This design comes from an exercise in tuning for small area, a short achievable clock period and few clock cycles per item on the open sky130 flow, not from production work.
RTL that was checked went through simulation tests only; none was proved equivalent to the original.
Power and IR drop assume default switching activity.

lane 1:
==> module processor, before the edit <==
module processor(
    input [15:0] DIN,
    input Resetn, Clock, Run,
    output reg Done,
    output reg [15:0] BusWires
    );
reg [127:0] rf;         
reg         pend;       
reg [2:0]   mvi_rx;     
wire [2:0] rx = DIN[12:10];
wire [2:0] ry = DIN[9:7];
wire is_mvi = ~DIN[14] & DIN[13];    
wire use_x  = DIN[14];               
wire sub    = DIN[13];               
reg [15:0] X, Y;
integer i;
always @(*) begin
    X = 16'd0;
    Y = 16'd0;
    for (i = 0; i < 8; i = i + 1) begin
        X = X | (rf[16*i +: 16] & {16{use_x && rx == i}});
        Y = Y | (rf[16*i +: 16] & {16{ry == i}});
    end
end
wire [15:0] alu = X + (Y ^ {16{sub}}) + {15'd0, sub};
always @(*) begin
    BusWires = pend ? DIN : alu;
    Done = Resetn & (pend | (Run & ~is_mvi));
end
wire [2:0] wa = pend ? mvi_rx : rx;
always @(posedge Clock) begin
    if (!pend) mvi_rx <= rx;
    pend <= Resetn & ~pend & Run & is_mvi;
    for (i = 0; i < 8; i = i + 1)
        if (Done && wa == i) rf[16*i +: 16] <= BusWires;
end
endmodule
Settings: LEC_CHECK=0, CAP_MARGIN=20, CORE_MARGIN=2, CORE_UTILIZATION=40, SETUP_SLACK_MARGIN=2, SLEW_MARGIN=20; clock period 10.0 ns.
run.sh (not shown) runs the stock make flow with config.mk's settings and CLKGATE_MAP_FILE= SYNTH_SCRIPT=/design/flow/synth_recipe.tcl, a recipe that flattens the netlist after the stock synthesis.
--- input diff lane 1..lane 2 ---
--- a/flow/design.v
+++ b/flow/design.v
@@ -12,22 +12,15 @@
 wire is_mvi = ~DIN[14] & DIN[13];    
 wire use_x  = DIN[14];               
 wire sub    = DIN[13];               
-reg [15:0] X, Y;
-integer i;
-always @(*) begin
-    X = 16'd0;
-    Y = 16'd0;
-    for (i = 0; i < 8; i = i + 1) begin
-        X = X | (rf[16*i +: 16] & {16{use_x && rx == i}});
-        Y = Y | (rf[16*i +: 16] & {16{ry == i}});
-    end
-end
-wire [15:0] alu = X + (Y ^ {16{sub}}) + {15'd0, sub};
+wire [15:0] X = rf[16*rx +: 16];
+wire [15:0] Y = rf[16*ry +: 16];
+wire [15:0] alu = (X & {16{use_x}}) + (Y ^ {16{sub}}) + {15'd0, sub};
 always @(*) begin
     BusWires = pend ? DIN : alu;
     Done = Resetn & (pend | (Run & ~is_mvi));
 end
 wire [2:0] wa = pend ? mvi_rx : rx;
+integer i;
 always @(posedge Clock) begin
     if (!pend) mvi_rx <= rx;
     pend <= Resetn & ~pend & Run & is_mvi;
Findings:
In lane 2 relative to lane 1, post-place instance area had gone down slightly.
The post-synthesis share of cell area spent on full adders, half adders and majority gates of lane 1 and that of lane 2 are within noise of each other.
In the flow results for lane 1 and lane 2, the share of the clock period used by the worst path after layout is smaller on lane 1.
On number of DRC markers after the initial detailed-route iteration: lane 2 sits below lane 1.
Lane 2 reports its launch point of the critical path as DIN[8] while lane 1 reports DIN[7].
Relative to lane 1, the cell count after synthesis of lane 2 is lower by about 22%.
As far as area used by sequential logic in the layout goes, lane 1 and lane 2 are indistinguishable; the numbers are identical.
Lane 2 packs its core looser than lane 1.
Comparing lane 1 and lane 2, the lower met1 routed wirelength after detailed routing is on lane 2.
Taking lane 1 as the reference, in lane 2 register-to-register slack climbed 220 ps; slack of the critical path dropped 71 ps.
Wire length reported by the detailed router | lane 2 below lane 1
No functional check of the RTL was part of any run of this note.

* * *

== before ==
The RTL this note starts from:
==> flow/design.v <==
module processor(
    input [15:0] DIN,
    input Resetn, Clock, Run,
    output reg Done,
    output reg [15:0] BusWires
    );
reg [127:0] rf;         
reg         pend;       
reg [2:0]   mvi_rx;     
wire [2:0] rx = DIN[12:10];
wire [2:0] ry = DIN[9:7];
wire is_mvi = ~DIN[14] & DIN[13];    
wire use_x  = DIN[14];               
wire sub    = DIN[13];               
wire [15:0] X = rf[16*rx +: 16];
wire [15:0] Y = rf[16*ry +: 16];
wire [15:0] alu = (X & {16{use_x}}) + (Y ^ {16{sub}}) + {15'd0, sub};
always @(*) begin
    BusWires = pend ? DIN : alu;
    Done = Resetn & (pend | (Run & ~is_mvi));
end
wire [2:0] wa = pend ? mvi_rx : rx;
integer i;
always @(posedge Clock) begin
    if (!pend) mvi_rx <= rx;
    pend <= Resetn & ~pend & Run & is_mvi;
    for (i = 0; i < 8; i = i + 1)
        if (Done && wa == i) rf[16*i +: 16] <= BusWires;
end
endmodule
make LEC_CHECK=0 CAP_MARGIN=20 CORE_MARGIN=2 CORE_UTILIZATION=40 SETUP_SLACK_MARGIN=3 SLEW_MARGIN=20 finish   # period 10.0 ns
The inputs of after differ from those of before as listed below.
==> flow/design.v <==
module processor(
    input [15:0] DIN,
    input Resetn, Clock, Run,
    output reg Done,
    output reg [15:0] BusWires
    );
reg [127:0] rf;         
reg         pend;       
reg [2:0]   mvi_rx;     
wire [2:0] rx = DIN[12:10];
wire [2:0] ry = DIN[9:7];
wire is_mvi = ~DIN[14] & DIN[13];    
wire use_x  = ~pend & DIN[14];       
wire sub    = ~pend & DIN[13];       
reg [15:0] X, Y;
integer i;
always @(*) begin
    X = 16'd0;
    Y = DIN & {16{pend}};
    for (i = 0; i < 8; i = i + 1) begin
        X = X | (rf[16*i +: 16] & {16{use_x && rx == i}});
        Y = Y | (rf[16*i +: 16] & {16{!pend && ry == i}});
    end
end
always @(*) begin
    BusWires = X + (Y ^ {16{sub}}) + {15'd0, sub};
    Done = Resetn & (pend | (Run & ~is_mvi));
end
wire [2:0] wa = pend ? mvi_rx : rx;
always @(posedge Clock) begin
    if (!pend) mvi_rx <= rx;
    pend <= Resetn & ~pend & Run & is_mvi;
    for (i = 0; i < 8; i = i + 1)
        if (Done && wa == i) rf[16*i +: 16] <= BusWires;
end
endmodule
Notes after the runs:
- Synthesized cell count (after / before): 1.17
- Non-clock inverter instance count of the final layout: after > before
- Compared with before, after shows clock power that has gone up by a few percent.
- The main combinational cell family by area after synthesis comes out compound AO/OA/AOI/OAI gates in one run and multiplexers in the other, namely in after and before respectively.
- Compared with before, after shows a number of cells after detailed placement that is 12% higher.
- The number of nets in the finished design in before is 0.835 times that in after.
- The fraction of power consumed by the clock network reported for after is smaller than that of before by 1.1 points.
- Multi-input logic cell count in after is 71 above before.
Testbench counts of after, summed over its fixed seeds: cycles 9,996, items 8,000.
No functional check of the RTL was part of before.

==> what the ideal ports hide <==
In the flow no input, the clock included, has a driving cell. The finished layouts below were timed again as built, in two steps. Step 1, drivers: a clkbuf_16 drives Clock and a buf_2 each remaining input, both assumed. Step 2 adds t to the input delays and takes it off the output delays; t is the mean of the earliest and latest rising clock arrival at the registers after step 1. Input paths then give back, and output paths get back, about the clock's delay inside the block. Slacks: ideal ports / drivers / drivers and shift; pairs: ideal ports / drivers.
| run | shift t [ns] | setup WS [ns] | worst slew at a driven data input, ns |
|---|---|---|---|
| lane 1 | 0.462 | 2.150 / 2.128 / 2.128 | 0.04 |
| lane 2 | 0.463 | 2.080 / 2.036 / 2.036 | 0.04 |
| before | 0.454 | 2.883 / 2.793 / 2.793 | 0.09 |
| after | 0.465 | 2.885 / 2.822 / 2.822 | 0.07 |
After both steps setup and hold are still met in every run listed. The setup slack of before, which loses most, moves by -0.090 ns with the drivers and by -0.090 ns with both steps.
